This design comes from an exercise in tuning for small area on the open sky130 flow, not from production work. The RTL was checked by simulation tests, not by an equivalence proof against the original design. Power figures rest on the tool's default switching activity, not on a simulated workload.

## build 22
## vgacontrol
module vgacontrol(
input PCLK,
input PRESERN,
input PSEL,
input PENABLE,
output wire PREADY,
output wire PSLVERR,
input PWRITE,
input [31:0] PADDR,
input wire [31:0] PWDATA,
output reg [31:0] PRDATA,
output HS,
output VS,
output reg vga_R,
output reg vga_G,
output reg vga_B,
input SW,
input SW2,
input SW3
);
Size in the first run: roughly 1300 cells after synthesis, about 110 I/O pins, roughly 12000 um^2 of cells after synthesis.
Settings: LEC_CHECK=0, CAP_MARGIN=20, CORE_MARGIN=2, CORE_UTILIZATION=40, CTS_BUF_LIST=sky130_fd_sc_hd__clkbuf_8, CTS_CLUSTER_DIAMETER=60, CTS_CLUSTER_SIZE=18, PLACE_DENSITY=0.6, SLEW_MARGIN=20; clock period 10.0 ns.
run.sh (not shown) runs the stock make flow with config.mk's settings and CLKGATE_MAP_FILE= SYNTH_SCRIPT=/design/flow/synth_recipe.tcl, a recipe that flattens the netlist after the stock synthesis.
Build 22 completed end to end with timing, DRC and antenna clean.
What build 7 does differently from build 22 at the input level:
- a deleted CTS_CLUSTER_SIZE that had been 18
- a deleted CTS_CLUSTER_DIAMETER that had been 60
- a deleted CTS_BUF_LIST that had been sky130_fd_sc_hd__clkbuf_8
Build 7: all stages complete, timing, DRC and antenna checks passed
Vias: build 7 more than build 22
From build 22 to build 7 the numbers moved as follows: total routing usage reported by global routing grew by 0.15 points; multi-input gate share of total cell area down 1.1 points; portion of total power attributed to combinational logic now sits lower.
In the reports for build 7 and build 22, the larger routed length on met2 belongs to build 7.
Global-route met3 utilization, build 7 and build 22: higher on build 7
Final area in build 7 is 2.3% higher than in build 22
Sequential share of layout area, build 7 and build 22, higher one = build 22.
Build 22 vs build 7, dominant power group: registers vs the clock network
Inputs modified between build 7 and build 62:
- setting CTS_CLUSTER_SIZE to 30 for the first time
- setting CTS_BUF_LIST to sky130_fd_sc_hd__clkbuf_16 for the first time
- setting CTS_CLUSTER_DIAMETER to 80 for the first time
Build 62 did not stop at any stage, and its layout met the timing, DRC and antenna checks.
The cell count reported for build 62 is smaller than that of build 7 by 24.
Final critical path time including I/O delays and setup on build 62 is up relative to build 7.
Build 62 against build 7: hold path depth neither gained nor lost much; layout-stage area growth over the synthesis result went down 2.9 points; highest clock rate decreased 0.37%; power after layout dropped 0.00027 W; sequential power share went up 7.4 points.

Another version of the RTL of vgacontrol (not shown whole).
For scale: roughly 900 cells after synthesis, roughly 110 I/O pins, about 8500 sq um of cells after synthesis.
clock: 10.0 ns
lec_check: 0
cap_margin: 20
core_margin: 2
core_utilization: 60
cts_buf_list: sky130_fd_sc_hd__clkbuf_16
cts_cluster_diameter: 120
cts_cluster_size: 30
place_density: 0.75
slew_margin: 20
standard.sh (not shown) runs the stock make flow with config.mk's settings and CLKGATE_MAP_FILE= SYNTH_SCRIPT=/design/flow/synth_recipe.tcl, a recipe that flattens the netlist after the stock synthesis.
==> flow/flow/run.sh <==
#!/bin/bash
# Own layout flow: the standard synthesis, then an area-oriented re-mapping of its
# combinational logic (every register kept as the standard synthesis made it, checked
# equivalent by SAT with the registers cut), then the standard layout with
# single-strength port buffers.
set -euo pipefail
WORK=$PWD
FLOWDIR=$WORK/flow
R=$WORK/orfs/results/$FLOW_PLATFORM/vgacontrol/base
YOSYS=$FLOW_HOME/../tools/install/yosys/bin/yosys
LIB=$FLOW_HOME/platforms/$FLOW_PLATFORM/lib/sky130_fd_sc_hd__tt_025C_1v80.lib

# 1. standard synthesis
bash standard.sh synth > $WORK/1_standard_synth.log 2>&1
cp $R/1_2_yosys.v $WORK/1_2_yosys_standard.v

# 2. re-map the combinational logic for area with a few ABC runs; flip-flops and tie cells
#    stay as they are
DU=$(sed -n '/DONT_USE_CELLS +=/,/^$/p' $FLOW_HOME/platforms/$FLOW_PLATFORM/config.mk | grep -o 'sky130_fd_sc_hd__[a-z0-9_]*' | sed 's/^/-dont_use /' | tr '\n' ' ')
NF="&dch -f; &nf -R 1000"
remap() {  # remap NAME ABC_SCRIPT
  echo "$2" > $WORK/remap_$1.abc
  cat > $WORK/remap_$1.ys <<EOY
read_liberty -ignore_miss_func $LIB
blackbox sky130_fd_sc_hd__df* sky130_fd_sc_hd__edf* sky130_fd_sc_hd__sdf* sky130_fd_sc_hd__conb_1
read_verilog $WORK/1_2_yosys_standard.v
hierarchy -top $FLOW_TOP
flatten
opt_clean
opt -fast
abc -liberty $LIB $DU -script $WORK/remap_$1.abc
opt_clean
setundef -zero
hilomap -singleton -hicell sky130_fd_sc_hd__conb_1 HI -locell sky130_fd_sc_hd__conb_1 LO
splitnets
opt_clean -purge
insbuf -buf sky130_fd_sc_hd__buf_4 A X
tee -o $WORK/remap_$1.stat stat -liberty $LIB
write_verilog -noattr -noexpr -nohex -nodec $WORK/remap_$1.v
EOY
  $YOSYS -q -l $WORK/2_remap_$1.log -s $WORK/remap_$1.ys > /dev/null 2>&1 || return 0
  # equivalence with the standard netlist, registers cut into ports at the same names
  python3 $FLOWDIR/cut.py $WORK/1_2_yosys_standard.v $WORK/eq_gold_$1.v 2>> $WORK/2_eq_$1.log
  python3 $FLOWDIR/cut.py $WORK/remap_$1.v $WORK/eq_gate_$1.v 2>> $WORK/2_eq_$1.log
  if $YOSYS -q -l $WORK/2_eq_$1.log -p "read_liberty -ignore_miss_func $LIB; read_verilog $WORK/eq_gold_$1.v; rename $FLOW_TOP gold; read_verilog $WORK/eq_gate_$1.v; rename $FLOW_TOP gate; flatten; opt_clean; miter -equiv -flatten -make_assert gold gate miter; hierarchy -top miter; sat -verify -prove-asserts miter" > /dev/null 2>&1; then
    awk '/Chip area/ {print $NF}' $WORK/remap_$1.stat > $WORK/remap_$1.area
  fi
  rm -f $WORK/eq_gold_$1.v $WORK/eq_gate_$1.v
}
remap s0 "strash; &get -n; &deepsyn -I 1 -J 20 -S 0; $NF; $NF; &put; topo" &
remap s1 "strash; &get -n; &deepsyn -I 1 -J 20 -S 1; $NF; $NF; &put; topo" &
remap s2 "strash; &get -n; &deepsyn -I 1 -J 20 -S 2; $NF; $NF; &put; topo" &
remap s3 "strash; &get -n; &deepsyn -I 1 -J 40 -S 0; $NF; $NF; $NF; &put; topo" &
wait
remap s4 "strash; &get -n; &deepsyn -I 1 -J 20 -S 4; $NF; $NF; &put; topo" &
remap s5 "strash; &get -n; &deepsyn -I 1 -J 20 -S 5; $NF; $NF; &put; topo" &
remap s6 "strash; &get -n; &deepsyn -T 90 -S 0; $NF; $NF; &put; topo" &
remap s7 "strash; &get -n; &deepsyn -I 1 -J 20 -S 3; $NF; &st; &deepsyn -I 1 -J 20 -S 3; $NF; $NF; &put; topo" &
wait
BEST=""
for f in $WORK/remap_*.area; do
  [ -s "$f" ] || continue
  a=$(cat $f); n=$(basename $f .area)
  echo "$n $a" >> $WORK/2_remap_choice.log
  if [ -z "$BEST" ] || awk -v a=$a -v b=$BESTA 'BEGIN{exit !(a<b)}'; then BEST=$n; BESTA=$a; fi
done
if [ -n "$BEST" ]; then
  echo "chosen $BEST $BESTA" >> $WORK/2_remap_choice.log
  cp $WORK/$BEST.v $R/1_2_yosys.v
  touch $R/1_2_yosys.v
else
  echo "no re-mapping proved equivalent; standard netlist kept" >> $WORK/2_remap_choice.log
fi

# 3. the standard layout from the chosen netlist, port buffers of the smallest size and
#    a clock tree without dummy balancing loads
export BUFFER_PORTS_ARGS="-buffer_cell sky130_fd_sc_hd__buf_1"
export CTS_ARGS="-sink_clustering_enable -repair_clock_nets -sink_clustering_size ${CTS_SIZE:-30} -sink_clustering_max_diameter ${CTS_DIAM:-120} -buf_list {sky130_fd_sc_hd__clkbuf_4 sky130_fd_sc_hd__clkbuf_16} -root_buf sky130_fd_sc_hd__clkbuf_4 -dont_use_dummy_load"
bash standard.sh > $WORK/3_standard_layout.log 2>&1
Other scripts of this flow, unchanged in this note and not shown: flow/flow/cut.py
Change:
- CORE_UTILIZATION: 60 -> 75
- PLACE_DENSITY: 0.75 -> 0.85
The changed run finished with timing, DRC and antenna clean.
Power goes up by 0.90%.
Fmax went down by 6.8%.
Global-route usage rose by 12 points.
Via count rises by 11%.
Routed wire length grows by 22%.
Clock-buffer cell count does not change.

==> static timing again, ports no longer ideal <==
Ports are ideal in the flow. The routed layouts listed here were re-timed in OpenROAD.
Step 1 assumes that a clkbuf_16 drives the clock port and a buf_2 every other input.
Step 2 also shifts input and output timing later by t, the mid clock arrival at the registers, as if the neighbouring blocks saw the same clock.
a / b / c = ideal / step 1 / step 2; a / b = the first two.
run | t, ns | slack for setup (ns) | worst hold slack (ns) | latest minus earliest clock arrival (ns)
build 22 | 0.593 | 5.256 / 5.274 / 4.681 | 0.338 / 0.338 / 0.338 | 0.057 / 0.057
build 7 | 0.566 | 5.245 / 5.268 / 4.703 | 0.321 / 0.321 / 0.321 | 0.011 / 0.011
build 62 | 0.544 | 5.228 / 5.252 / 4.708 | 0.310 / 0.310 / 0.310 | 0.047 / 0.047
the first run of note 2 | 0.585 | 3.043 / 3.058 / 2.473 | 0.284 / 0.284 / 0.284 | 0.058 / 0.058
the second run of note 2 | 0.609 | 2.535 / 2.541 / 1.931 | 0.336 / 0.336 / 0.336 | 0.045 / 0.045
After both steps setup and hold are still met in every run listed. The setup slack of the second run of note 2, which loses most, moves by +0.006 ns with the drivers and by -0.604 ns with both steps.
